Source: an optimization exercise on an open RTL-to-GDS flow (aim: small area, a short achievable clock period and few clock cycles). Production flows keep margins and buffers that such runs may drop. Only simulation tests tie the RTL to the original design; equivalence was not proved. Power and IR drop assume default switching activity.

File: design/flow/run.sh
#!/bin/bash
# synth_recipe.tcl (not shown) runs the flow's synth.tcl, then flattens the netlist and writes it again
# the make line also repeats each setting of config.mk as NAME=value (left out here)
make -C /OpenROAD-flow-scripts/flow DESIGN_CONFIG=/design/flow/config.mk WORK_HOME=/design/flow/orfs CLKGATE_MAP_FILE= SYNTH_SCRIPT=/design/flow/synth_recipe.tcl finish
File: design/flow/config.mk
export PLATFORM = sky130hd
export DESIGN_NAME = CHIP
export DESIGN_NICKNAME = CHIP
export VERILOG_FILES = /design/flow/design.v
export SDC_FILE = /design/flow/constraint.sdc
export NUM_CORES = 4
export LEC_CHECK = 0
export CAP_MARGIN = 20
export CORE_MARGIN = 2
export CORE_UTILIZATION = 40
export SLEW_MARGIN = 20
File: design/flow/constraint.sdc
create_clock -name core_clock -period 20.0 [get_ports {clk}]
set_input_delay 4.0000 -clock core_clock [delete_from_list [all_inputs] [get_ports {clk}]]
set_output_delay 4.0000 -clock core_clock [all_outputs]
set_load 0.01 [all_outputs]
File: design/flow/design.v
module ALU (
    input      signed [31:0] data1_i  ,
    input      signed [31:0] data2_i  ,
    input             [ 3:0] ALUCtrl_i,
    output reg signed [31:0] data_o   ,
    output                   Zero_o
);
    wire signed [31:0] Adder_o     ;
    wire        [32:0] data1_extend;
    wire        [32:0] data2_extend;
    wire               overflow    ;
    wire               neg         ;
    assign neg = ALUCtrl_i[3] || ALUCtrl_i[2];
    assign data1_extend = {data1_i[31], data1_i};
    assign data2_extend = {data2_i[31], data2_i} ^ {33{neg}};
    assign {overflow, Adder_o} = data1_extend + data2_extend + neg;
    assign Zero_o = (data_o == 0);
    always @(*) begin
        case(ALUCtrl_i)
            4'b0000 : data_o = data1_i & data2_i;
            4'b0001  : data_o = data1_i | data2_i;
            4'b0011 : data_o = data1_i ^ data2_i;
            4'b1000 : data_o = overflow;
            4'b1001 : data_o = data1_i << data2_i[4:0];
            4'b1010 : data_o = data1_i >> data2_i[4:0];
            4'b1011 : data_o = data1_i >>> data2_i[4:0];
            default : data_o = Adder_o;
        endcase
    end
endmodule
module ALU_Control (
    input      [2:0] funct3_i ,
    input            funct7_i ,
    input      [1:0] ALUOp_i  ,
    output reg [3:0] ALUCtrl_o
);
    always @(*)
        begin
            if ({funct7_i, funct3_i, ALUOp_i} == 6'b000001)
                ALUCtrl_o = 4'b0010;  
            else if ({funct7_i, funct3_i, ALUOp_i} == 6'b100001)
                ALUCtrl_o = 4'b0110;  
            else if ({funct3_i, ALUOp_i} == 5'b00010)
                ALUCtrl_o = 4'b0010;  
            else if ({funct7_i, funct3_i, ALUOp_i} == 6'b011101)
                ALUCtrl_o = 4'b0000;  
            else if ({funct3_i, ALUOp_i} == 5'b11110)
                ALUCtrl_o = 4'b0000;  
            else if ({funct7_i, funct3_i, ALUOp_i} == 6'b011001)
                ALUCtrl_o = 4'b0001;  
            else if ({funct3_i, ALUOp_i} == 5'b11010)
                ALUCtrl_o = 4'b0001;  
            else if ({funct7_i, funct3_i, ALUOp_i} == 6'b010001)
                ALUCtrl_o = 4'b0011;  
            else if ({funct3_i, ALUOp_i} == 5'b10010)
                ALUCtrl_o = 4'b0011;  
            else if ({funct7_i, funct3_i, ALUOp_i} == 6'b000110)
                ALUCtrl_o = 4'b1001;  
            else if ({funct7_i, funct3_i, ALUOp_i} == 6'b110110)
                ALUCtrl_o = 4'b1011;  
            else if ({funct7_i, funct3_i, ALUOp_i} == 6'b010110)
                ALUCtrl_o = 4'b1010;  
            else if ({funct7_i, funct3_i, ALUOp_i} == 6'b001001)
                ALUCtrl_o = 4'b1000;  
            else if ({funct3_i, ALUOp_i} == 5'b01010)
                ALUCtrl_o = 4'b1000;  
            else if ({funct3_i, ALUOp_i} == 5'b00000)
                ALUCtrl_o = 4'b0110;  
            else
                ALUCtrl_o = 4'b0010;  
        end
endmodule
module Adder (
    input  [31:0] data1_in,
    input  [31:0] data2_in,
    output [31:0] data_o
);
    assign data_o = data1_in + data2_in;
endmodule
module PC (
    input             clk      ,
    input             rst_n    ,
    input             stall_i  ,
    input             PCWrite_i,
    input      [31:0] pc_i     ,
    output reg [31:0] pc_o
);
    always@(posedge clk) begin
        if(~rst_n)
            pc_o <= 32'b0;
        else if (PCWrite_i && ~stall_i)  
            pc_o <= pc_i;
        else
            pc_o <= pc_o;
    end
endmodule
module IF_ID(
        clk,
        rst_n,
        instr_i,
        instr_o,
        pc_plus_i,
        pc_plus_o,
        pc_imm_i,
        pc_imm_o,
        pc_i,
        pc_o,
        BP_hit_i,
        BP_hit_o,
        Stall_i
    );
    input clk, rst_n, Stall_i;
    input [31: 0] instr_i;
    output reg [31: 0] instr_o;
    input [31: 0] pc_plus_i;
    output reg [31: 0] pc_plus_o;
    input [31: 0] pc_i;
    output reg [31: 0] pc_o;
    input [31: 0] pc_imm_i;
    output reg [31: 0] pc_imm_o;
    input BP_hit_i;
    output reg BP_hit_o;
    always @(posedge clk) begin
        if (~rst_n) begin
            instr_o <= 32'b0;
            pc_plus_o <= 32'b0;
            pc_o <= 32'b0;
            pc_imm_o <= 32'b0;
            BP_hit_o <= 0;
        end
        else if (~Stall_i) begin
            instr_o <= instr_i;
            pc_plus_o <= pc_plus_i;
            pc_o <= pc_i;
            pc_imm_o <= pc_imm_i;
            BP_hit_o <= BP_hit_i;
        end
        else begin
            instr_o <= instr_o;
            pc_plus_o <= pc_plus_o;
            pc_o <= pc_o;
            pc_imm_o <= pc_imm_o;
            BP_hit_o <= BP_hit_o;
        end
    end
endmodule
module Registers (
    input                clk       ,
    input                rst_n     ,
    input         [ 4:0] RS1addr_i ,
    input         [ 4:0] RS2addr_i ,
    input         [ 4:0] RDaddr_i  ,
    input  signed [31:0] RDdata_i  ,
    input                RegWrite_i,
    output signed [31:0] RS1data_o ,
    output signed [31:0] RS2data_o
);
    reg signed [31:0] register[0:31];
    integer i;
    assign RS1data_o = (RS1addr_i == RDaddr_i && RegWrite_i && RS1addr_i != 0)? RDdata_i : register[RS1addr_i];
    assign RS2data_o = (RS2addr_i == RDaddr_i && RegWrite_i && RS2addr_i != 0)? RDdata_i : register[RS2addr_i];
    always @(posedge clk) begin
        if (~rst_n)
            for (i = 0; i < 32; i = i + 1)
                register[i] <= 32'b0;
        else if (RegWrite_i && RDaddr_i)
            register[RDaddr_i] <= RDdata_i;
    end
endmodule
module Imm_Gen (
    input      [31:0] instruction_i,
    output reg signed [31:0] imm_o
);
    always @(*) begin
        case (instruction_i[6:0])
            7'b0000011, 7'b1100111: imm_o = {{20{instruction_i[31]}}, instruction_i[31:20]};  
            7'b0100011 : imm_o = {{20{instruction_i[31]}}, instruction_i[31:25], instruction_i[11:7]};
            7'b1100011 : imm_o = {{20{instruction_i[31]}}, instruction_i[7], instruction_i[30:25], instruction_i[11:8], 1'b0};
            7'b1101111 : imm_o = {{12{instruction_i[31]}}, instruction_i[19:12], instruction_i[20], instruction_i[30:21], 1'b0};
            default    : imm_o = {{20{instruction_i[31]}}, instruction_i[31:20]};
        endcase
    end
endmodule
module Jump_Imm_Gen (
    input      [31:0] instruction_i,
    output  reg signed [31:0] imm_o
);
    always @(*) begin
        case (instruction_i[6:0])
            7'b1100011 : imm_o = {{20{instruction_i[31]}}, instruction_i[7], instruction_i[30:25], instruction_i[11:8], 1'b0};
            default    : imm_o = {{12{instruction_i[31]}}, instruction_i[19:12], instruction_i[20], instruction_i[30:21], 1'b0};
        endcase
    end
endmodule
module Control (
    input      [6:0] Op_i      ,
    input            NoOp_i    ,
    output reg       jalr_o    ,
    output reg       jal_o     ,
    output reg       branch_o  ,
    output reg       MemRead_o ,
    output reg       MemtoReg_o,
    output reg [1:0] ALUOp_o   ,
    output reg       MemWrite_o,
    output reg       ALUSrc_o  ,  
    output reg       RegWrite_o
);
    always @(*)
        begin
            ALUOp_o = (Op_i == 7'b0110011) ? 2'b01 : Op_i[4:3];
            if (NoOp_i)
                begin
                    jalr_o     = 0;
                    jal_o      = 0;
                    ALUOp_o    = 2'b0;
                    ALUSrc_o   = 0;
                    RegWrite_o = 0;
                    MemRead_o  = 0;
                    MemWrite_o = 0;
                    MemtoReg_o = 0;
                    branch_o   = 0;
                end
            else
                begin
                    case (Op_i)
                        7'b0110011 :
                            begin
                                jalr_o     = 0;
                                jal_o      = 0;
                                branch_o   = 0;
                                MemRead_o  = 0;
                                MemtoReg_o = 0;
                                MemWrite_o = 0;
                                ALUSrc_o   = 0;
                                RegWrite_o = 1;
                            end
                        7'b0010011 :
                            begin
                                jalr_o     = 0;
                                jal_o      = 0;
                                branch_o   = 0;
                                MemRead_o  = 0;
                                MemtoReg_o = 0;
                                MemWrite_o = 0;
                                ALUSrc_o   = 1;
                                RegWrite_o = 1;
                            end
                        7'b0100011 :
                            begin
                                jalr_o     = 0;
                                jal_o      = 0;
                                branch_o   = 0;
                                MemRead_o  = 0;
                                MemtoReg_o = 0;
                                MemWrite_o = 1;
                                ALUSrc_o   = 1;
                                RegWrite_o = 0;
                            end
                        7'b0000011 :
                            begin
                                jalr_o     = 0;
                                jal_o      = 0;
                                branch_o   = 0;
                                MemRead_o  = 1;
                                MemtoReg_o = 1;
                                MemWrite_o = 0;
                                ALUSrc_o   = 1;
                                RegWrite_o = 1;
                            end
                        7'b1100011 :
                            begin
                                jalr_o     = 0;
                                jal_o      = 0;
                                branch_o   = 1;
                                MemRead_o  = 0;
                                MemtoReg_o = 0;
                                MemWrite_o = 0;
                                ALUSrc_o   = 0;
                                RegWrite_o = 0;
                            end
                        7'b1101111 :
                            begin
                                jalr_o     = 0;
                                jal_o      = 1;
                                branch_o   = 0;
                                MemRead_o  = 0;
                                MemtoReg_o = 0;
                                MemWrite_o = 0;
                                ALUSrc_o   = 0;
                                RegWrite_o = 1;
                            end
                        7'b1100111 :
                            begin
                                jalr_o     = 1;
                                jal_o      = 0;
                                branch_o   = 0;
                                MemRead_o  = 0;
                                MemtoReg_o = 0;
                                MemWrite_o = 0;
                                ALUSrc_o   = 0;
                                RegWrite_o = 1;
                            end
                        default :
                            begin
                                jalr_o     = 0;
                                jal_o      = 0;
                                branch_o   = 0;
                                MemRead_o  = 0;
                                MemtoReg_o = 0;
                                MemWrite_o = 0;
                                ALUSrc_o   = 0;
                                RegWrite_o = 0;
                            end
                    endcase
                end
        end
endmodule
module Hazard_Detection (
    input  [4:0] ID_RS1_i    ,
    input  [4:0] ID_RS2_i    ,
    input  [4:0] EX_RDaddr_i ,
    input        EX_MEMRead_i,
    output       NoOP_o      ,
    output       PCWrite_o   ,
    output       Stall_o
);
    assign NoOP_o    = EX_MEMRead_i & (EX_RDaddr_i == ID_RS1_i | EX_RDaddr_i == ID_RS2_i);
    assign Stall_o   = NoOP_o;
    assign PCWrite_o = ~Stall_o;
endmodule
module ID_EX(
        clk,
        rst_n,
        ctrl_i,
        ctrl_o,
        RS1data_i,
        RS1data_o,
        RS2data_i,
        RS2data_o,
        jump_i,
        jump_o,
        jalr_i,
        jalr_o,
        branch_i,
        branch_o,
        func3_0_i,
        func3_0_o,
        BP_hit_i,
        BP_hit_o,
        pc_imm_i,
        pc_imm_o,
        pc_plus_i,
        pc_plus_o,
        imm_i,
        imm_o,
        funct_i,
        funct_o,
        RS1addr_i,
        RS1addr_o,
        RS2addr_i,
        RS2addr_o,
        RDaddr_i,
        RDaddr_o,
        Stall_i,
        flush_i
    );
    input clk, rst_n, Stall_i, flush_i;
    input [6: 0] ctrl_i;
    output reg [6: 0] ctrl_o;
    input [31: 0] RS1data_i;
    output reg [31: 0] RS1data_o;
    input [31: 0] RS2data_i;
    output reg [31: 0] RS2data_o;
    input jump_i;
    output reg jump_o;
    input jalr_i;
    output reg jalr_o;
    input branch_i;
    output reg branch_o;
    input func3_0_i;
    output reg func3_0_o;
    input BP_hit_i;
    output reg BP_hit_o;
    input [31: 0] pc_imm_i;
    output reg [31: 0] pc_imm_o;
    input [31: 0] pc_plus_i;
    output reg [31: 0] pc_plus_o;
    input [31: 0] imm_i;
    output reg [31: 0] imm_o;
    input [9: 0] funct_i;
    output reg [9: 0] funct_o;
    input [4: 0] RS1addr_i;
    output reg [4: 0] RS1addr_o;
    input [4: 0] RS2addr_i;
    output reg [4: 0] RS2addr_o;
    input [4: 0] RDaddr_i;
    output reg [4: 0] RDaddr_o;
    always @(posedge clk) begin
        if (~rst_n) begin
            ctrl_o <= 7'b0;
            RS1data_o <= 32'b0;
            RS2data_o <= 32'b0;
            jump_o <= 1'b0;
            jalr_o <= 1'b0;
            branch_o <= 1'b0;
            func3_0_o <= 3'b0;
            BP_hit_o <= 1'b0;
            pc_imm_o <= 32'b0;
            pc_plus_o <= 32'b0;
            imm_o <= 32'b0;
            funct_o <= 10'b0;
            RS1addr_o <= 5'b0;
            RS2addr_o <= 5'b0;
            RDaddr_o <= 5'b0;
        end else if (Stall_i) begin
            ctrl_o <= ctrl_o;
            RS1data_o <= RS1data_o;
            RS2data_o <= RS2data_o;
            jump_o <= jump_o;
            jalr_o <= jalr_o;
            branch_o <= branch_o;
            func3_0_o <= func3_0_o;
            BP_hit_o <= BP_hit_o;
            pc_imm_o <= pc_imm_o;
            pc_plus_o <= pc_plus_o;
            imm_o <= imm_o;
            funct_o <= funct_o;
            RS1addr_o <= RS1addr_o;
            RS2addr_o <= RS2addr_o;
            RDaddr_o <= RDaddr_o;
        end
        else if (flush_i) begin
            ctrl_o <= 7'b0;
            RS1data_o <= 32'b0;
            RS2data_o <= 32'b0;
            jump_o <= 1'b0;
            jalr_o <= 1'b0;
            branch_o <= 1'b0;
            func3_0_o <= 3'b0;
            BP_hit_o <= 1'b0;
            pc_imm_o <= 32'b0;
            pc_plus_o <= 32'b0;
            imm_o <= 32'b0;
            funct_o <= 10'b0;
            RS1addr_o <= 5'b0;
            RS2addr_o <= 5'b0;
            RDaddr_o <= 5'b0;
        end
        else begin
            ctrl_o <= ctrl_i;
            RS1data_o <= RS1data_i;
            RS2data_o <= RS2data_i;
            jump_o <= jump_i;
            jalr_o <= jalr_i;
            branch_o <= branch_i;
            func3_0_o <= func3_0_i;
            BP_hit_o <= BP_hit_i;
            pc_imm_o <= pc_imm_i;
            pc_plus_o <= pc_plus_i;
            imm_o <= imm_i;
            funct_o <= funct_i;
            RS1addr_o <= RS1addr_i;
            RS2addr_o <= RS2addr_i;
            RDaddr_o <= RDaddr_i;
        end
    end
endmodule
module Forwarding_Unit (
    input      [4:0] RS1_i         ,
    input      [4:0] RS2_i         ,
    input      [4:0] MEM_RD_i      ,
    input      [4:0] WB_RD_i       ,
    input            MEM_RegWrite_i,
    input            WB_RegWrite_i ,
    output reg [1:0] FowardA_o     ,
    output reg [1:0] FowardB_o
);
    always @(*) begin
        if (MEM_RegWrite_i && MEM_RD_i != 0 && MEM_RD_i == RS1_i)
            FowardA_o = 2'b10;
        else if (WB_RegWrite_i && WB_RD_i != 0 && WB_RD_i == RS1_i)
            FowardA_o = 2'b01;
        else
            FowardA_o = 2'b00;
        if (MEM_RegWrite_i && MEM_RD_i != 0 && MEM_RD_i == RS2_i)
            FowardB_o = 2'b10;
        else if (WB_RegWrite_i && WB_RD_i != 0 && WB_RD_i == RS2_i)
            FowardB_o = 2'b01;
        else
            FowardB_o = 2'b00;
    end
endmodule
module MUX4 (
    input      [31:0] data00_i,
    input      [31:0] data01_i,
    input      [31:0] data10_i,
    input      [31:0] data11_i,
    input      [ 1:0] select_i,
    output reg [31:0] data_o
);
    always @(*) begin
        case (select_i)
            2'b00   : data_o = data00_i;
            2'b01   : data_o = data01_i;
            2'b10   : data_o = data10_i;
            default : data_o = data11_i;
        endcase
    end
endmodule
module EX_MEM(
        clk,
        rst_n,
        ctrl_i,
        ctrl_o,
        ALUResult_i,
        ALUResult_o,
        RS2data_i,
        RS2data_o,
        RDaddr_i,
        RDaddr_o,
        Stall_i,
        flush_i
    );
    input clk, rst_n, Stall_i, flush_i;
    input [3: 0] ctrl_i;
    output reg [3: 0] ctrl_o;
    input signed [31: 0] ALUResult_i;
    output reg signed [31: 0] ALUResult_o;
    input signed [31: 0] RS2data_i;
    output reg signed [31: 0] RS2data_o;
    input [4: 0] RDaddr_i;
    output reg [4: 0] RDaddr_o;
    always @(posedge clk) begin
        if (~rst_n) begin
            ctrl_o <= 4'b0;
            ALUResult_o <= 32'b0;
            RS2data_o <= 32'b0;
            RDaddr_o <= 5'b0;
        end
        else if (~Stall_i) begin
            ctrl_o <= ctrl_i;
            ALUResult_o <= ALUResult_i;
            RS2data_o <= RS2data_i;
            RDaddr_o <= RDaddr_i;
        end
        else if (flush_i) begin
            ctrl_o <= 4'b0;
            ALUResult_o <= 32'b0;
            RS2data_o <= 32'b0;
            RDaddr_o <= 5'b0;
        end
        else begin
            ctrl_o <= ctrl_o;
            ALUResult_o <= ALUResult_o;
            RS2data_o <= RS2data_o;
            RDaddr_o <= RDaddr_o;
        end
    end
endmodule
module MEM_WB(
        clk,
        rst_n,
        ctrl_i,
        ctrl_o,
        ALUResult_i,
        ALUResult_o,
        MemData_i,
        MemData_o,
        RDaddr_i,
        RDaddr_o,
        Stall_i
    );
    input clk, rst_n, Stall_i;
    input [1: 0] ctrl_i;
    output reg [1: 0] ctrl_o;
    input signed [31: 0] ALUResult_i;
    output reg signed [31: 0] ALUResult_o;
    input signed [31: 0] MemData_i;
    output reg signed [31: 0] MemData_o;
    input [4: 0] RDaddr_i;
    output reg [4: 0] RDaddr_o;
    always @(posedge clk) begin
        if (~rst_n) begin
            ctrl_o <= 4'b0;
            ALUResult_o <= 32'b0;
            MemData_o <= 32'b0;
            RDaddr_o <= 5'b0;
        end
        else if (~Stall_i) begin
            ctrl_o <= ctrl_i;
            ALUResult_o <= ALUResult_i;
            MemData_o <= MemData_i;
            RDaddr_o <= RDaddr_i;
        end
        else begin
            ctrl_o <= ctrl_o;
            ALUResult_o <= ALUResult_o;
            MemData_o <= MemData_o;
            RDaddr_o <= RDaddr_o;
        end
    end
endmodule
module PC_Control (
    input  [31:0] imm_ext         ,
    input  [31:0] PC_i            ,
    input  [31:0] PC_branch       ,
    input  [31:0] PC_branch_target,
    input  [31:0] PC_jalr         ,
    input  [31:0] PC_jal          ,
    input         jal_i           ,
    input         jalr_i          ,
    input         IF_jalr_i       ,
    input         IF_jal_i        ,
    input         branch_pred     ,
    input         compressed      ,
    input         miss            ,
    output [31:0] PC_o            ,
    output [31:0] PC_plus2_o      ,
    output [31:0] PC_plus4_o      ,
    output [31:0] PC_plus_o       ,
    output [31:0] PC_imm_o
);
    wire IF_jump;
    assign IF_jump = IF_jalr_i | IF_jal_i;
    assign PC_plus2_o = {PC_i[31:1]+1'b1, PC_i[0]};
    assign PC_plus4_o = {PC_i[31:2]+1'b1, PC_i[1:0]};
    assign PC_plus_o  = compressed ? PC_plus2_o : PC_plus4_o;
    assign PC_o = miss ? PC_branch :
        (branch_pred ? PC_branch_target :
            (jalr_i ? PC_jalr :
                (jal_i ? PC_jal :
                    (IF_jump ? PC_i : PC_plus_o))));
endmodule
module Compare (
    input  equal_i       ,
    input  func3_0_i     ,
    input  branch_i      ,
    output branch_taken_o
);
    assign branch_taken_o = branch_i & (equal_i ^ func3_0_i);
endmodule
module Decompressor (
    input             PC_2    ,  
    input      [31:0] inst_raw,
    output reg [31:0] inst    ,
    output reg        compr
);
    reg [15:0] half_inst;
    always @ (*) begin
        half_inst = inst_raw[15:0];
        inst      = inst_raw;
        if (inst_raw[1:0] == 2'b11) begin  
            compr = 0;  
            inst  = inst_raw;
        end else begin
            compr = 1;  
            case ({half_inst[15:13], half_inst[1:0]})
                5'b01000 : inst = {5'b00000, half_inst[5], half_inst[12:10], half_inst[6], 2'b00, 2'b01, half_inst[9:7], 3'b010, 2'b01, half_inst[4:2], 7'b0000011};
                5'b11000 : inst = {5'b00000, half_inst[5], half_inst[12], 2'b01, half_inst[4:2], 2'b01, half_inst[9:7], 3'b010, half_inst[11:10], half_inst[6], 2'b00, 7'b0100011};
                5'b00001 : begin
                    if (half_inst[12:2] == 11'b0)
                        inst = {25'b0, 7'b0010011};
                    else inst = {{7{half_inst[12]}}, half_inst[6:2], half_inst[11:7], 3'b000, half_inst[11:7], 7'b0010011};
                end
                5'b00101 : inst = {half_inst[12], half_inst[8], half_inst[10:9], half_inst[6], half_inst[7], half_inst[2], half_inst[11], half_inst[5:3], half_inst[12], {8{half_inst[12]}}, 5'd1, 7'b1101111};
                5'b10001 : begin
                    if (half_inst[11:10] == 2'b10)
                        inst = {{7{half_inst[12]}}, half_inst[6:2], 2'b01, half_inst[9:7], 3'b111, 2'b01, half_inst[9:7], 7'b0010011};
                    else if (half_inst[12] == 1'b0 && half_inst[6:2] == 5'b0)
                        inst = 32'b0;
                    else if (half_inst[11:10] == 2'b00)
                        inst = {7'b0000000, half_inst[6:2], 2'b01, half_inst[9:7], 3'b101, 2'b01, half_inst[9:7], 7'b0010011};
                    else
                        inst = {7'b0100000, half_inst[6:2], 2'b01, half_inst[9:7], 3'b101, 2'b01, half_inst[9:7], 7'b0010011};
                end
                5'b10101 : inst = {half_inst[12], half_inst[8], half_inst[10:9], half_inst[6], half_inst[7], half_inst[2], half_inst[11], half_inst[5:3], half_inst[12], {8{half_inst[12]}}, 5'd0, 7'b1101111};
                5'b11001 : inst = {{4{half_inst[12]}}, half_inst[6], half_inst[5], half_inst[2], 5'd0, 2'b01, half_inst[9:7], 3'b000, half_inst[11], half_inst[10], half_inst[4], half_inst[3], half_inst[12], 7'b1100011};
                5'b11101 : inst = {{4{half_inst[12]}}, half_inst[6], half_inst[5], half_inst[2], 5'd0, 2'b01, half_inst[9:7], 3'b001, half_inst[11], half_inst[10], half_inst[4], half_inst[3], half_inst[12], 7'b1100011};
                5'b00010 : inst = {7'b0000000, half_inst[6:2], half_inst[11:7], 3'b001, half_inst[11:7], 7'b0010011};
                5'b10010 : begin
                    if (half_inst[6:2] == 5'd0) begin
                        if (half_inst[12] && half_inst[11:7] != 5'b0)
                            inst = {12'b0, half_inst[11:7], 3'b000, 5'd1, 7'b1100111};
                        else inst = {12'b0, half_inst[11:7], 3'b000, 5'd0, 7'b1100111};
                    end
                    else if (half_inst[11:7] != 5'b0) begin
                        if (half_inst[12] == 1'b0)
                            inst = {7'b0000000, half_inst[6:2], 5'd0, 3'b000, half_inst[11:7], 7'b0110011};
                        else inst = {7'b0000000, half_inst[6:2], half_inst[11:7], 3'b000, half_inst[11:7], 7'b0110011};
                    end
                end
                default : inst = 32'b0;
            endcase
        end
    end
endmodule
module RISCV_Pipeline (
    input         clk         ,
    input         rst_n       ,
    output        ICACHE_ren  ,
    output        ICACHE_wen  ,
    output [30:0] ICACHE_addr ,
    output [31:0] ICACHE_wdata,
    input         ICACHE_stall,
    input  [31:0] ICACHE_rdata,
    output        DCACHE_ren  ,
    output        DCACHE_wen  ,
    output [29:0] DCACHE_addr ,
    output [31:0] DCACHE_wdata,
    input         DCACHE_stall,
    input  [31:0] DCACHE_rdata,
    output [31:0] PC
);
    wire        [31:0] IF_pc_i, IF_pc_o, IF_instruction, IF_instruction_raw, IF_pc_plus, IF_pc_plus2, IF_pc_plus4, IF_BTB_addr4, IF_BTB_addr2, IF_BTB_addr;
    wire signed [31:0] IF_pc_imm, IF_imm;
    wire               IF_jal, IF_jalr, IF_BPHit, IF_compressed, IF_branch, IF_BPHit2, IF_BPHit4;
    wire        [31:0] ID_instr, ID_pc_plus, ID_pc_imm, ID_pc, ID_jal_addr;
    wire signed [31:0] ID_RS1data, ID_RS2data, ID_imm_ext, ID_pc_o;
    wire        [ 6:0] ID_ctrl   ;
    wire        [ 4:0] ID_RS1addr, ID_RS2addr;
    wire        [ 1:0] ID_Foward1, ID_Foward2;
    wire               NoOP, PCWrite, Stall, Flush, Branch, ID_jalr, ID_jal, Branch_taken, ID_BPHit;
    assign ID_RS1addr = ID_instr[19: 15];
    assign ID_RS2addr = ID_instr[24: 20];
    wire        [31:0] EX_pc_plus, EX_pc_imm, EX_imm_addr, EX_RS1data_jalr, EX_jalr_addr;
    wire signed [31:0] EX_RS1data, EX_RS2data, EX_imm_ext, EX_ALUdata1, EX_ALU_data2, EX_ALURS2, EX_ALUResult, EX_ALUResult_final;
    wire        [ 9:0] EX_funct  ;
    wire        [ 6:0] EX_ctrl   ;
    wire        [ 4:0] EX_RDaddr, EX_RS1addr, EX_RS2addr;
    wire        [ 3:0] EX_ALUCtrl;
    wire        [ 1:0] EX_ALUOp, EX_FowardA, EX_FowardB;
    wire               EX_zero, EX_jump, EX_Branch, EX_func3_0, EX_jalr, EX_miss, EX_BPHit, EX_BPHit2, EX_BPHit4;
    wire signed [31:0] MEM_ALUResult, MEM_RS2data, MEM_MemData;
    wire        [ 4:0] MEM_RDaddr   ;
    wire        [ 3:0] MEM_ctrl     ;
    wire               MEM_Stall    ;
    wire signed [31:0] WB_ALUResult, WB_MemData, WB_RDdata;
    wire        [ 4:0] WB_RDaddr   ;
    wire        [ 1:0] WB_ctrl     ;
    assign ICACHE_ren         = 1'b1;
    assign ICACHE_wen         = 1'b0;
    assign ICACHE_addr        = IF_pc_o[31:1]; 
    assign ICACHE_wdata       = 32'd0;
    assign MEM_Stall          = ICACHE_stall | DCACHE_stall;
    assign IF_instruction_raw = {ICACHE_rdata[7:0], ICACHE_rdata[15:8], ICACHE_rdata[23:16], ICACHE_rdata[31:24]};
    assign DCACHE_ren   = MEM_ctrl[2];
    assign DCACHE_wen   = MEM_ctrl[3];
    assign DCACHE_addr  = MEM_ALUResult[31:2];
    assign DCACHE_wdata = {MEM_RS2data[7:0], MEM_RS2data[15:8], MEM_RS2data[23:16], MEM_RS2data[31:24]};
    assign MEM_MemData = {DCACHE_rdata[7:0], DCACHE_rdata[15:8], DCACHE_rdata[23:16], DCACHE_rdata[31:24]};
    assign PC = IF_pc_o;
    assign IF_jal    = (IF_instruction[4:3] == 2'b01);
    assign IF_jalr   = (IF_instruction[4:2] == 3'b001);
    assign IF_branch = IF_compressed ? ({IF_instruction_raw[15:14], IF_instruction_raw[1:0]} == 4'b1101) : (IF_instruction_raw[6:2] == 5'b11000);
    PC_Control PC_Control (
        .imm_ext         (IF_imm       ),
        .PC_i            (IF_pc_o      ),
        .PC_branch       (EX_imm_addr  ),
        .PC_branch_target(IF_BTB_addr  ),
        .PC_jalr         (EX_jalr_addr ),
        .PC_jal          (ID_jal_addr  ),
        .jal_i           (ID_jal       ),
        .jalr_i          (EX_jalr      ),
        .IF_jalr_i       (ID_jalr      ),
        .IF_jal_i        (1'b0         ),
        .branch_pred     (IF_BPHit     ),
        .compressed      (IF_compressed),
        .miss            (EX_miss      ),
        .PC_o            (IF_pc_i      ),
        .PC_plus2_o      (IF_pc_plus2  ),
        .PC_plus4_o      (IF_pc_plus4  ),
        .PC_plus_o       (IF_pc_plus   )
    );
    PC PC_module (
        .clk      (clk      ),
        .rst_n    (rst_n    ),
        .PCWrite_i(PCWrite  ),
        .pc_i     (IF_pc_i  ),
        .pc_o     (IF_pc_o  ),
        .stall_i  (MEM_Stall)
    );
    Decompressor Decompressor (
        .PC_2    (IF_pc_o[1]        ),
        .inst_raw(IF_instruction_raw),
        .inst    (IF_instruction    )
    );
    assign IF_compressed = (IF_instruction_raw[1:0] != 2'b11);
    assign IF_BPHit    = 1'b0;
    assign IF_BTB_addr = 32'd0;
    Jump_Imm_Gen Jump_Imm_Gen (
        .instruction_i(IF_instruction),
        .imm_o        (IF_imm        )
    );
    IF_ID IF_ID (
        .clk      (clk                                                            ),
        .rst_n    (rst_n                                                          ),
        .instr_i  ((ID_jal | EX_jalr | ID_jalr | EX_miss) ? 32'b0 : IF_instruction),
        .instr_o  (ID_instr                                                       ),
        .pc_plus_i(IF_pc_plus                                                     ),
        .pc_plus_o(ID_pc_plus                                                     ),
        .pc_i     (IF_pc_o                                                        ),
        .pc_o     (ID_pc                                                          ),
        .BP_hit_i (IF_BPHit                                                       ),
        .BP_hit_o (ID_BPHit                                                       ),
        .Stall_i  (Stall | MEM_Stall                                              )
    );
    Registers Registers (
        .clk       (clk       ),
        .rst_n     (rst_n     ),
        .RS1addr_i (ID_RS1addr),
        .RS2addr_i (ID_RS2addr),
        .RDaddr_i  (WB_RDaddr ),
        .RDdata_i  (WB_RDdata ),
        .RegWrite_i(WB_ctrl[0]),
        .RS1data_o (ID_RS1data),
        .RS2data_o (ID_RS2data)
    );
    Imm_Gen Imm_Gen (
        .instruction_i(ID_instr  ),
        .imm_o        (ID_imm_ext)
    );
    Adder Add_jal_addr (
        .data1_in(ID_imm_ext ),
        .data2_in(ID_pc      ),
        .data_o  (ID_jal_addr)
    );
    Control Control (
        .Op_i      (ID_instr[6: 0]),
        .NoOp_i    (NoOP          ),
        .jalr_o    (ID_jalr       ),
        .jal_o     (ID_jal        ),
        .RegWrite_o(ID_ctrl[0]    ),
        .MemtoReg_o(ID_ctrl[1]    ),
        .MemRead_o (ID_ctrl[2]    ),
        .MemWrite_o(ID_ctrl[3]    ),
        .ALUOp_o   (ID_ctrl[5: 4] ),
        .ALUSrc_o  (ID_ctrl[6]    ),
        .branch_o  (Branch        )
    );
    Hazard_Detection Hazard_Detection (
        .ID_RS1_i    (ID_instr[19: 15]),
        .ID_RS2_i    (ID_instr[24: 20]),
        .EX_RDaddr_i (EX_RDaddr       ),
        .EX_MEMRead_i(EX_ctrl[2]      ),
        .NoOP_o      (NoOP            ),
        .PCWrite_o   (PCWrite         ),
        .Stall_o     (Stall           )
    );
    ID_EX ID_EX (
        .clk      (clk                                 ),
        .rst_n    (rst_n                               ),
        .ctrl_i   (ID_ctrl                             ),
        .ctrl_o   (EX_ctrl                             ),
        .RS1data_i(ID_RS1data                          ),
        .RS1data_o(EX_RS1data                          ),
        .RS2data_i(ID_RS2data                          ),
        .RS2data_o(EX_RS2data                          ),
        .jump_i   (ID_jalr | ID_jal                    ),
        .jump_o   (EX_jump                             ),
        .jalr_i   (ID_jalr                             ),
        .jalr_o   (EX_jalr                             ),
        .branch_i (Branch                              ),
        .branch_o (EX_Branch                           ),
        .func3_0_i(ID_instr[12]                        ),
        .func3_0_o(EX_func3_0                          ),
        .pc_imm_i (ID_jal_addr                         ),
        .pc_imm_o (EX_pc_imm                           ),
        .pc_plus_i(ID_pc_plus                          ),
        .pc_plus_o(EX_pc_plus                          ),
        .BP_hit_i (ID_BPHit                            ),
        .BP_hit_o (EX_BPHit                            ),
        .imm_i    (ID_imm_ext                          ),
        .imm_o    (EX_imm_ext                          ),
        .funct_i  ({ID_instr[31: 25], ID_instr[14: 12]}),
        .funct_o  (EX_funct                            ),
        .RS1addr_i(ID_instr[19: 15]                    ),
        .RS1addr_o(EX_RS1addr                          ),
        .RS2addr_i(ID_instr[24: 20]                    ),
        .RS2addr_o(EX_RS2addr                          ),
        .RDaddr_i (ID_instr[11: 7]                     ),
        .RDaddr_o (EX_RDaddr                           ),
        .Stall_i  (MEM_Stall                           ),
        .flush_i  (EX_miss                             )
    );
    assign EX_imm_addr = Branch_taken ? EX_pc_imm : EX_pc_plus;
    Forwarding_Unit Forwarding_Unit_EX (
        .RS1_i         (EX_RS1addr ),
        .RS2_i         (EX_RS2addr ),
        .MEM_RD_i      (MEM_RDaddr ),
        .WB_RD_i       (WB_RDaddr  ),
        .MEM_RegWrite_i(MEM_ctrl[0]),
        .WB_RegWrite_i (WB_ctrl[0] ),
        .FowardA_o     (EX_FowardA ),
        .FowardB_o     (EX_FowardB )
    );
    assign EX_ALU_data2 = EX_ctrl[6] ? EX_imm_ext : EX_ALURS2;
    MUX4 MUXA (
        .data00_i(EX_RS1data   ),
        .data01_i(WB_RDdata    ),
        .data10_i(MEM_ALUResult),
        .data11_i(32'b0        ),
        .select_i(EX_FowardA   ),
        .data_o  (EX_ALUdata1  )
    );
    MUX4 MUXB (
        .data00_i(EX_RS2data   ),
        .data01_i(WB_RDdata    ),
        .data10_i(MEM_ALUResult),
        .data11_i(32'b0        ),
        .select_i(EX_FowardB   ),
        .data_o  (EX_ALURS2    )
    );
    Adder Add_jalr_addr (
        .data1_in(EX_imm_ext  ),
        .data2_in(EX_ALUdata1 ),
        .data_o  (EX_jalr_addr)
    );
    Compare Compare (
        .equal_i       (EX_ALUdata1 == EX_ALU_data2),
        .func3_0_i     (EX_func3_0                 ),
        .branch_i      (EX_Branch                  ),
        .branch_taken_o(Branch_taken               )
    );
    assign EX_miss = EX_Branch & (EX_BPHit ^ Branch_taken);
    ALU ALU (
        .data1_i  (EX_ALUdata1 ),
        .data2_i  (EX_ALU_data2),
        .ALUCtrl_i(EX_ALUCtrl  ),
        .data_o   (EX_ALUResult),
        .Zero_o   (EX_zero     )
    );
    assign EX_ALUOp = EX_ctrl[5: 4];
    ALU_Control ALU_Control (
        .funct3_i (EX_funct[2:0]),
        .funct7_i (EX_funct[8]  ),
        .ALUOp_i  (EX_ctrl[5:4] ),
        .ALUCtrl_o(EX_ALUCtrl   )
    );
    assign EX_ALUResult_final = EX_jump ? EX_pc_plus : EX_ALUResult;
    EX_MEM EX_MEM (
        .clk        (clk               ),
        .rst_n      (rst_n             ),
        .ctrl_i     (EX_ctrl[3: 0]     ),
        .ctrl_o     (MEM_ctrl          ),
        .ALUResult_i(EX_ALUResult_final),
        .ALUResult_o(MEM_ALUResult     ),
        .RS2data_i  (EX_ALURS2         ),
        .RS2data_o  (MEM_RS2data       ),
        .RDaddr_i   (EX_RDaddr         ),
        .RDaddr_o   (MEM_RDaddr        ),
        .Stall_i    (MEM_Stall         ),
        .flush_i    (1'b0                 )
    );
    MEM_WB MEM_WB (
        .clk        (clk           ),
        .rst_n      (rst_n         ),
        .ctrl_i     (MEM_ctrl[1: 0]),
        .ctrl_o     (WB_ctrl       ),
        .ALUResult_i(MEM_ALUResult ),
        .ALUResult_o(WB_ALUResult  ),
        .MemData_i  (MEM_MemData   ),
        .MemData_o  (WB_MemData    ),
        .RDaddr_i   (MEM_RDaddr    ),
        .RDaddr_o   (WB_RDaddr     ),
        .Stall_i    (MEM_Stall     )
    );
    assign WB_RDdata = WB_ctrl[1] ? WB_MemData : WB_ALUResult;
endmodule
module cache_sram_2way (
    input          clk    ,
    input          rst    ,
    input  [ 29:0] addr_i ,
    input  [155:0] wdata_i,
    input          write_i,
    output [155:0] rdata_o,
    output         hit_o
);
    integer i, j;
    wire [25:0] tag_i;
    wire [ 1:0] index;
    reg [155:0] sram[0:3][0:1];
    reg  lru    [0:3];  
    wire way         ;
    wire lru_nxt     ;
    wire hit[0:1];
    assign tag_i = addr_i[29:4];
    assign index = addr_i[3:2];
    assign rdata_o = sram[index][way];
    assign hit_o   = hit[0] || hit[1];
    assign lru_nxt = ~way;
    assign way = hit[0] ? 0 : (hit[1] ? 1 : lru[index]);
    assign hit[0] = sram[index][0][155] & (sram[index][0][153:128] == tag_i);
    assign hit[1] = sram[index][1][155] & (sram[index][1][153:128] == tag_i);
    always @(posedge clk) begin
        if (rst) begin
            for (i = 0; i < 4; i = i + 1) begin
                for (j = 0; j < 2; j = j + 1) begin
                    sram[i][j] <= 0;
                end
                lru[i] <= 0;
            end
        end
        else if (write_i) begin
            sram[index][way] <= wdata_i;
            lru[index]       <= lru_nxt;
        end
    end
endmodule
module I_cache (
    input              clk         ,
    input              proc_reset_i,
    input              proc_read_i ,
    input              proc_write_i,
    input      [ 30:0] proc_addr_i ,
    output reg [ 31:0] proc_rdata_o,
    input      [ 31:0] proc_wdata_i,
    output             proc_stall_o,
    output reg         mem_read_o  ,
    output reg         mem_write_o ,
    output reg [ 27:0] mem_addr_o  ,
    input      [127:0] mem_rdata_i ,
    output     [127:0] mem_wdata_o ,
    input              mem_ready_i
);
    localparam STATE_IDLE     = 3'd0;
    localparam STATE_NEXTLINE = 3'd1;
    localparam STATE_ALLOCATE = 3'd2;
    localparam STATE_READY    = 3'd3;
    wire proc_access;
    wire [155:0] sram_rdata     ;
    reg  [155:0] sram_wdata     ;
    wire [ 25:0] sram_tag       ;
    wire [ 25:0] proc_addr_tag  ;
    wire [  1:0] proc_addr_index;
    wire [127:0] sram_data ;
    wire         sram_hit  ;
    wire         sram_dirty;
    reg          sram_write;
    wire [2:0] proc_addr_offset;
    reg [2:0] state    ;
    reg [2:0] state_nxt;
    wire        last_word          ;
    wire        compressed         ;
    reg         fetch_next, fetch_next_nxt, fetch_next_stall, fetch_next_stall_nxt;
    reg  [29:0] sram_addr          ;
    reg  [31:0] sram_data_word     ;
    reg  [15:0] prev_last_half_word;
    assign last_word  = (proc_addr_offset == 3'b111);
    assign compressed = ~(sram_data_word[25:24] == 2'b11);
    always @(*) begin
        if (fetch_next) begin
            proc_rdata_o = {prev_last_half_word, sram_data[31:16]};
            sram_addr    = (proc_addr_i >> 1) + 1'b1;
        end
        else begin
            proc_rdata_o = sram_data_word;
            sram_addr    = (proc_addr_i >> 1);
        end
    end
    integer i;
    cache_sram_2way cache_sram_2way_U (
        .clk    (clk         ),
        .rst    (proc_reset_i),
        .addr_i (sram_addr   ),
        .wdata_i(sram_wdata  ),
        .write_i(sram_write  ),
        .rdata_o(sram_rdata  ),
        .hit_o  (sram_hit    )
    );
    always @* begin
        state_nxt            = state;
        fetch_next_nxt       = fetch_next;
        fetch_next_stall_nxt = fetch_next_stall;
        case (state)
            STATE_IDLE : begin
                if (proc_access && !sram_hit) begin
                    state_nxt = STATE_ALLOCATE;
                end
                else if (last_word & ~compressed & ~fetch_next) begin
                    state_nxt      = STATE_NEXTLINE;
                    fetch_next_nxt = 1;
                end else begin
                    fetch_next_nxt = 0;
                end
                fetch_next_stall_nxt = 1;
            end
            STATE_NEXTLINE : begin
                if (!sram_hit) begin
                    state_nxt = STATE_ALLOCATE;
                end else begin
                    state_nxt      = STATE_IDLE;
                    fetch_next_nxt = 0;
                end
            end
            STATE_ALLOCATE : begin
                if (mem_ready_i) begin
                    state_nxt = STATE_READY;
                end
            end
            STATE_READY : begin
                state_nxt = STATE_IDLE;
                if (last_word & ~compressed & ~fetch_next) begin
                        state_nxt      = STATE_NEXTLINE;
                        fetch_next_nxt = 1;
                    end 
            end
        endcase
    end
    always @(posedge clk) begin
        if (proc_reset_i) begin
            state               <= STATE_IDLE;
            fetch_next          <= 0;
            fetch_next_stall    <= 1;
            prev_last_half_word <= 0;
        end
        else begin
            state            <= state_nxt;
            fetch_next       <= fetch_next_nxt;
            fetch_next_stall <= fetch_next_stall_nxt;
            if (~fetch_next)
                prev_last_half_word <= (state == STATE_READY) ? mem_rdata_i[111:96] : sram_data_word[31:16];
        end
    end
    always @* begin
        mem_read_o  = 0;
        mem_write_o = 0;
        mem_addr_o  = proc_addr_i[30:3];
        sram_write  = 0;
        case (state)
            STATE_IDLE : begin
                sram_write = proc_write_i && sram_hit;
            end
            STATE_NEXTLINE : begin
            end
            STATE_ALLOCATE : begin
                mem_read_o = 1;
                mem_addr_o = sram_addr[29:2];
            end
            STATE_READY : begin
                sram_write = 1;
            end
        endcase
    end
    assign proc_access  = proc_read_i || proc_write_i;
    assign proc_stall_o = proc_access && (!sram_hit || (last_word & ~compressed & ~fetch_next));
    assign mem_wdata_o = sram_data;
    always @* begin
        case(proc_addr_offset)
            3'b000 : sram_data_word = sram_data[ 31:  0];
            3'b001 : sram_data_word = {sram_data[ 15: 0], sram_data[ 63: 48]};
            3'b010 : sram_data_word = sram_data[ 63: 32];
            3'b011 : sram_data_word = {sram_data[ 47: 32], sram_data[ 95: 80]};
            3'b100 : sram_data_word = sram_data[ 95: 64];
            3'b101 : sram_data_word = {sram_data[ 79: 64], sram_data[ 127: 112]};
            3'b110 : sram_data_word = sram_data[127: 96];
            3'b111 : sram_data_word = {sram_data[111: 96], 16'b0};
        endcase
    end
    assign sram_dirty = sram_rdata[154];
    assign sram_tag   = sram_rdata[153:128];
    assign sram_data  = sram_rdata[127:0];
    assign proc_addr_tag    = sram_addr[29:4];
    assign proc_addr_index  = proc_addr_i[4:3];
    assign proc_addr_offset = proc_addr_i[2:0];
    always @* begin
        sram_wdata = { 2'b10, proc_addr_tag, mem_rdata_i };
    end
endmodule
module D_cache (
    input              clk         ,
    input              proc_reset_i,
    input              proc_read_i ,
    input              proc_write_i,
    input      [ 29:0] proc_addr_i ,
    output reg [ 31:0] proc_rdata_o,
    input      [ 31:0] proc_wdata_i,
    output             proc_stall_o,
    output reg         mem_read_o  ,
    output reg         mem_write_o ,
    output reg [ 27:0] mem_addr_o  ,
    input      [127:0] mem_rdata_i ,
    output     [127:0] mem_wdata_o ,
    input              mem_ready_i
);
    localparam STATE_IDLE      = 3'd0;
    localparam STATE_WRITEBACK = 3'd1;
    localparam STATE_ALLOCATE  = 3'd2;
    localparam STATE_READY     = 3'd3;
    wire proc_access;
    wire [155:0] sram_rdata     ;
    reg  [155:0] sram_wdata     ;
    wire [ 25:0] sram_tag       ;
    wire [ 25:0] proc_addr_tag  ;
    wire [  1:0] proc_addr_index;
    wire [127:0] sram_data ;
    wire         sram_hit  ;
    wire         sram_dirty;
    reg          sram_write;
    wire [1:0] proc_addr_offset;
    reg [2:0] state    ;
    reg [2:0] state_nxt;
    integer i;
    cache_sram_2way cache_sram_2way_U (
        .clk    (clk         ),
        .rst    (proc_reset_i),
        .addr_i (proc_addr_i ),
        .wdata_i(sram_wdata  ),
        .write_i(sram_write  ),
        .rdata_o(sram_rdata  ),
        .hit_o  (sram_hit    )
    );
    always @* begin
        state_nxt = state;
        case (state)
            STATE_IDLE : begin
                if (proc_access && !sram_hit) begin
                    if (sram_dirty) begin
                        state_nxt = STATE_WRITEBACK;
                    end
                    else begin
                        state_nxt = STATE_ALLOCATE;
                    end
                end
            end
            STATE_WRITEBACK : begin
                if (mem_ready_i) begin
                    state_nxt = STATE_ALLOCATE;
                end
            end
            STATE_ALLOCATE : begin
                if (mem_ready_i) begin
                    state_nxt = STATE_READY;
                end
            end
            STATE_READY : begin
                state_nxt = STATE_IDLE;
            end
        endcase
    end
    always @(posedge clk) begin
        if (proc_reset_i) begin
            state <= STATE_IDLE;
        end
        else begin
            state <= state_nxt;
        end
    end
    always @* begin
        mem_read_o  = 0;
        mem_write_o = 0;
        mem_addr_o  = proc_addr_i[29:2];
        sram_write  = 0;
        case (state)
            STATE_IDLE : begin
                sram_write = proc_write_i && sram_hit;
            end
            STATE_WRITEBACK : begin
                mem_write_o = 1;
                mem_addr_o  = { sram_tag, proc_addr_index };
            end
            STATE_ALLOCATE : begin
                mem_read_o = 1;
                mem_addr_o = proc_addr_i[29:2];
            end
            STATE_READY : begin
                sram_write = 1;
            end
        endcase
    end
    assign proc_access  = proc_read_i || proc_write_i;
    assign proc_stall_o = proc_access && !sram_hit;
    assign mem_wdata_o = sram_data;
    always @* begin
        for (i = 0; i < 32; i = i + 1) begin
            proc_rdata_o[i] = sram_data[(proc_addr_offset<<5) + i];
        end
    end
    assign sram_dirty = sram_rdata[154];
    assign sram_tag   = sram_rdata[153:128];
    assign sram_data  = sram_rdata[127:0];
    assign proc_addr_tag    = proc_addr_i[29:4];
    assign proc_addr_index  = proc_addr_i[3:2];
    assign proc_addr_offset = proc_addr_i[1:0];
    always @* begin
        sram_wdata = { 2'b11, proc_addr_tag, sram_data };
        if (state == STATE_READY) begin
            sram_wdata[154]   = 0;  
            sram_wdata[127:0] = mem_rdata_i;
        end
        else begin
            sram_wdata[154] = 1;  
            for (i = 0; i < 32; i = i + 1) begin
                sram_wdata[(proc_addr_offset<<5)+i] = proc_wdata_i[i];
            end
        end
    end
endmodule
module CHIP ( clk,
              rst_n,
              mem_read_D,
              mem_write_D,
              mem_addr_D,
              mem_wdata_D,
              mem_rdata_D,
              mem_ready_D,
              mem_read_I,
              mem_write_I,
              mem_addr_I,
              mem_wdata_I,
              mem_rdata_I,
              mem_ready_I,
              DCACHE_addr,
              DCACHE_wdata,
              DCACHE_wen,
              PC
            );
input			clk, rst_n;
output			mem_read_D;
output			mem_write_D;
output	[31:4]	mem_addr_D;
output	[127:0]	mem_wdata_D;
input	[127:0]	mem_rdata_D;
input			mem_ready_D;
output			mem_read_I;
output			mem_write_I;
output	[31:4]	mem_addr_I;
output	[127:0]	mem_wdata_I;
input	[127:0]	mem_rdata_I;
input			mem_ready_I;
output	[29:0]	DCACHE_addr;
output	[31:0]	DCACHE_wdata;
output			DCACHE_wen;
output	[31:0]	PC;
wire        ICACHE_ren;
wire        ICACHE_wen;
wire [30:0] ICACHE_addr;
wire [31:0] ICACHE_wdata;
wire        ICACHE_stall;
wire [31:0] ICACHE_rdata;
wire        DCACHE_ren;
wire        DCACHE_wen;
wire [29:0] DCACHE_addr;
wire [31:0] DCACHE_wdata;
wire        DCACHE_stall;
wire [31:0] DCACHE_rdata;
wire [31:0] PC;
wire           L1i_read ;
wire           L1i_write;
wire   [ 27:0] L1i_addr ;
wire   [127:0] L1i_wdata;
wire   [127:0] L1i_rdata;
wire           L1i_ready;
wire           L1d_read ;
wire           L1d_write;
wire   [ 27:0] L1d_addr ;
wire   [127:0] L1d_wdata;
wire   [127:0] L1d_rdata;
wire           L1d_ready;
RISCV_Pipeline i_RISCV(
                   .clk            (clk)           ,
                   .rst_n          (rst_n)         ,
                   .ICACHE_ren     (ICACHE_ren)    ,
                   .ICACHE_wen     (ICACHE_wen)    ,
                   .ICACHE_addr    (ICACHE_addr)   ,
                   .ICACHE_wdata   (ICACHE_wdata)  ,
                   .ICACHE_stall   (ICACHE_stall)  ,
                   .ICACHE_rdata   (ICACHE_rdata)  ,
                   .DCACHE_ren     (DCACHE_ren)    ,
                   .DCACHE_wen     (DCACHE_wen)    ,
                   .DCACHE_addr    (DCACHE_addr)   ,
                   .DCACHE_wdata   (DCACHE_wdata)  ,
                   .DCACHE_stall   (DCACHE_stall)  ,
                   .DCACHE_rdata   (DCACHE_rdata)	,
                   .PC(PC)
               );
D_cache D_cache(
            .clk          (clk)         ,
            .proc_reset_i (~rst_n)      ,
            .proc_read_i  (DCACHE_ren)  ,
            .proc_write_i (DCACHE_wen)  ,
            .proc_addr_i  (DCACHE_addr) ,
            .proc_rdata_o (DCACHE_rdata),
            .proc_wdata_i (DCACHE_wdata),
            .proc_stall_o (DCACHE_stall),
            .mem_read_o   (mem_read_D)  ,
            .mem_write_o  (mem_write_D) ,
            .mem_addr_o   (mem_addr_D)  ,
            .mem_wdata_o  (mem_wdata_D) ,
            .mem_rdata_i  (mem_rdata_D) ,
            .mem_ready_i  (mem_ready_D)
        );
I_cache I_cache(
            .clk          (clk)         ,
            .proc_reset_i (~rst_n)      ,
            .proc_read_i  (ICACHE_ren)  ,
            .proc_write_i (ICACHE_wen)  ,
            .proc_addr_i  (ICACHE_addr) ,
            .proc_rdata_o (ICACHE_rdata),
            .proc_wdata_i (ICACHE_wdata),
            .proc_stall_o (ICACHE_stall),
            .mem_read_o   (mem_read_I)  ,
            .mem_write_o  (mem_write_I) ,
            .mem_addr_o   (mem_addr_I)  ,
            .mem_wdata_o  (L1i_wdata)   ,
            .mem_rdata_i  (mem_rdata_I) ,
            .mem_ready_i  (mem_ready_I)
        );
assign mem_wdata_I = 128'd0;
endmodule
==> metrics.md <==
| Metric | Value |
|---|---|
| Endpoint class of the critical path | `output pin` |
| Cell Int Power | `14.1 mW` |
| Worst hold-check path type | `flip-flop to flip-flop` |
| TritonCTS clock tree | `built` |
| Detailed Routing Iterations Pass 1 | `8` |
| Launch point of the worst reg-to-reg path | `I_cache.fetch_next$_SDFFE_PN0P_` |
| Status | `timing/DRC/antenna clean` |
| Relative slew slack | `0.0958` |
| Most common cell after layout, fill and taps aside | `edfxtp_1` |
| Post-detail-place hpwl | `466000 um` |
| Req. time, crit path | `16.00 ns` |
| # H-tree levels | `5` |
| Starting Density | `0.402` |
| Final-report setup violation count | `0` |
| Worst-path clk slew | `0.06 ns` |
| Setup TNS | `0 ns` |
| Number of global-route vias before repair | `138000` |
| Drc violations | `0` |
| Post-layout min period | `13.26 ns` |
| Final hold vios | `0` |
| Sequential Power Share | `0.512` |
| Placer Congestion | `0.982` |
| Combinational share of power | `0.058` |
| Grt met1 use | `0.382` |
| Worst path buffer plus inverter count | `6` |
| Die height | `717 um` |
| Worst r2r path cells | `22` |
| Unrepaired setup endpoints after global routing | `no` |
| Synth warnings | `17` |
| Largest net degree at the start of global routing | `254` |
| Die ar. | `513000 um^2` |
| Final WL | `755000 um` |
| Critical path startpoint category | `flip-flop` |
| DR iter-0 viols | `19800` |
| Port-buffer cells | `541` |
| CP Cell Sequence | `buf_4, mux4_2, xnor2_1, nand4_1, nor4_1, nand4_1, nor2b_1, a21oi_4, buf_4, buf_12, buf_4, mux4_2, mux2i_1, inv_1, clkdlybuf4s50_1` |
| Max rail drop VDD | `87.7 uV` |
| Net Sw Frac | `0.235` |
| Switching power of the nets | `4.32 mW` |
| CTS Buf Count | `429` |
| FFs w/ async S/R, synth | `0` |
| Worst-path maximum fanout | `141` |
| Site Rows | `261` |
| P_leak | `78.4 nW` |
| Root buffer cell | `clkbuf_16` |
| Crit Path Category | `flip-flop to output pin` |
| Hold wc startpoint | `i_RISCV.ID_EX.pc_imm_o[16]$_SDFFE_PN0N_` |
| Clk_skew | `0.141 ns` |
| CP Depth | `15` |
| Post-synth top area cell | `edfxtp_1` |
| Pwr/cell area | `80.0 nW/um^2` |
| CP dominant cell by count | `buf_4` |
| Hold-fix buffers, CTS | `0` |
| Most used DFF post-synth | `edfxtp_1` |
| Max_cap viols | `0` |
| Core Region | `506000 um^2` |
| Commonest non-fill, non-tap cells in the layout | `3506 x edfxtp_1, 2726 x nor2_1, 1268 x mux4_2, 1168 x nand2_1, 752 x a21oi_1` |
| Mean Syn Cell Area | `12.5 um^2` |
| Via count | `145000` |
| Area Overhead vs Synth | `13.0%` |
| Max reg flops | `1248` |
| Yosys cell types | `112` |
| Global routing's busiest layer | `met2` |
| Seq cells post-synth | `3999` |
| M2 GR Usage | `0.434` |
| Post-DRT Antenna Nets | `0` |
| Die width | `717 um` |
| TritonCTS Sinks | `3999` |
| Worst endpoint data arrival time | `9.26 ns` |
| DR WL/cell | `32.3 um` |
| Fin crit share | `0.663` |
| Placed insts | `22600` |
| Total track usage | `0.286` |
| Share of layout cells above drive strength 1 | `0.161` |
| NumNets Final | `16700` |
| # Post-CTS Setup Buffers | `0` |
| Post-Syn Instances | `16300` |
| Most flops, register | `D_cache.cache_sram_2way_U.sram` |
| Crit path launch | `i_RISCV.EX_MEM.ALUResult_o[4]$_SDFFE_PN0N_` |
| I/O pin count | `671` |
| Delay-heaviest family, CP | `buffers and inverters` |
| First-pass GRT wire length | `1060000 um` |
| Avg Vias per Cell | `6.19` |
| # resized after CTS | `0` |
| Sequential-to-total area share from yosys stat | `0.567` |
| Synth area leaders | `edfxtp_1 52%, mux4_2 14%, nor2_1 5.1%, dfxtp_1 4.9%, mux2i_1 2.3%` |
| Mapped cell area | `203000 um^2` |
| Clk pwr share | `0.429` |
| Worst Tran Pin Value | `1.34 ns` |
| Synth top area share | `0.518` |
| F_max | `75.4 MHz` |
| Initial antenna violation count | `107` |
| Number of synthesized flops with an enable pin | `3506` |
| Skew-Pair Late Insertion Delay | `1.10 ns` |
| Final Non-Filler Cells | `23400` |
| Max Slew Vio Count | `0` |
| Crit-path max cell delay | `0.87 ns` |
| Largest registers | `D_cache.cache_sram_2way_U.sram x1248, I_cache.cache_sram_2way_U.sram x1240, i_RISCV.Registers.register x1024` |
| Hold depth | `2` |
| Max stage delay cell, worst path | `buf_4` |
| Grt met3 use | `0.0806` |
| CTS Buffer Depth | `4` |
| Grt total ovfl | `0` |
| Hold Slack | `0.447 ns` |
==> Yosys cell counts (47+ instances only) <==
master	number
edfxtp_1	3506
nor2_1	2739
mux4_2	1268
nand2_1	1225
clkbuf_1	1188
a21oi_1	753
and3_1	664
and2_1	640
dfxtp_1	493
mux2i_1	476
o21ai_0	474
nand3_1	277
inv_1	254
ha_1	181
buf_4	179
buf_1	174
xnor2_1	168
nor3_1	142
xor2_1	133
o211ai_1	132
a211oi_1	110
mux2_2	78
nand4_1	62
o2111ai_1	62
buf_2	56
nor4_1	49
o22ai_1	47
==> cell type report <==
class / instances / area, um^2
Antenna cell: 45 / 113
Multi-Input combinational cell: 10600 / 81800
Inverter: 262 / 991
Timing Repair Buffer: 1030 / 9380
Clock buffer: 594 / 11700
Clock inverter: 196 / 1990
Fill cell: 45300 / 276000
Tap cell: 6706 / 8390
Sequential cell: 3999 / 115000
==> kinds of logic after synthesis <==
| logic type | count (synthesis) | share of synthesized area |
|---|---|---|
| AND/OR/NAND/NOR | 5999 | 0.135 |
| flip-flops | 3999 | 0.567 |
| AO/OA/AOI/OAI | 2091 | 0.0648 |
| buffers and inverters | 1866 | 0.0384 |
| multiplexers | 1822 | 0.168 |
| XOR/XNOR | 321 | 0.0152 |
| adder cells (fa/ha/maj) | 184 | 0.0114 |
| other | 1 | 0.0000185 |
==> power by group through the flow <==
stage                     Clock (mW)  Combinational (mW)  Sequential (mW)
after CTS                       7.94                1.05             9.41
after detailed placement           0                1.05             9.59
after global routing            8.25                1.11             9.43
after floorplan                    0               0.556             9.59
after global placement             0                1.05             9.57
final                           7.89                1.07             9.41
==> metrics by stage <==
stage	utilization	total power, mW	cell area [um^2]	worst slack, ns
2_1_floorplan	-	10.1	204000	10.44
3_3_place_gp	0.427	10.6	216000	8.00
3_5_place_dp	0.427	10.6	216000	7.90
4_1_cts	0.454	18.4	229000	6.81
5_1_grt	0.454	18.8	229000	6.40
6_report	0.454	18.4	230000	6.74
==> worst paths after layout <==
path	slack, ns	endpoint
setup / recovery	6.74	mem_wdata_D[65]
hold / removal	0.45	i_RISCV.ID_EX.pc_imm_o[16]$_SDFFE_PN0N_
setup reg to reg	9.05	i_RISCV.IF_ID.instr_o[17]$_SDFFE_PN0N_
hold reg to reg	0.45	i_RISCV.ID_EX.pc_imm_o[16]$_SDFFE_PN0N_
==> routing by layer <==
metal / vias to the layer above / routed length, um / share of wire
li1: 60300 / - / -
met1: 73700 / 285000 / 0.38
met2: 9105 / 337000 / 0.45
met3: 1707 / 91700 / 0.12
met4: 80 / 40700 / 0.054
met5: - / 507 / 0.00067
==> worst min-delay path, cell delays in order (launching register included) <==
cell and delay [ns]:
dfxtp_1 0.31, nand2_1 0.05, a21oi_1 0.05
Testbench counts, summed over its fixed seeds: cycles 1,578,980.

## afterwards: timing with drivers on the ports
In the flow no input, the clock included, has a driving cell. The finished layout below was timed again as built, in two steps. Step 1 assumes that a clkbuf_16 drives the clock port and a buf_2 every other input. Step 2 also shifts input and output timing later by t, the mid clock arrival at the registers, as if the neighbouring blocks saw the same clock. Three values: ideal ports, drivers, drivers and shift; two values: the first two.
t, ns: 1.160
slack for setup (ns): 6.739 / 6.603 / 7.763
worst setup path at the end: register to output
After both steps this run still meets setup and hold. For this run, drivers alone change the setup slack by -0.136 ns; drivers and shift together by +1.024 ns.
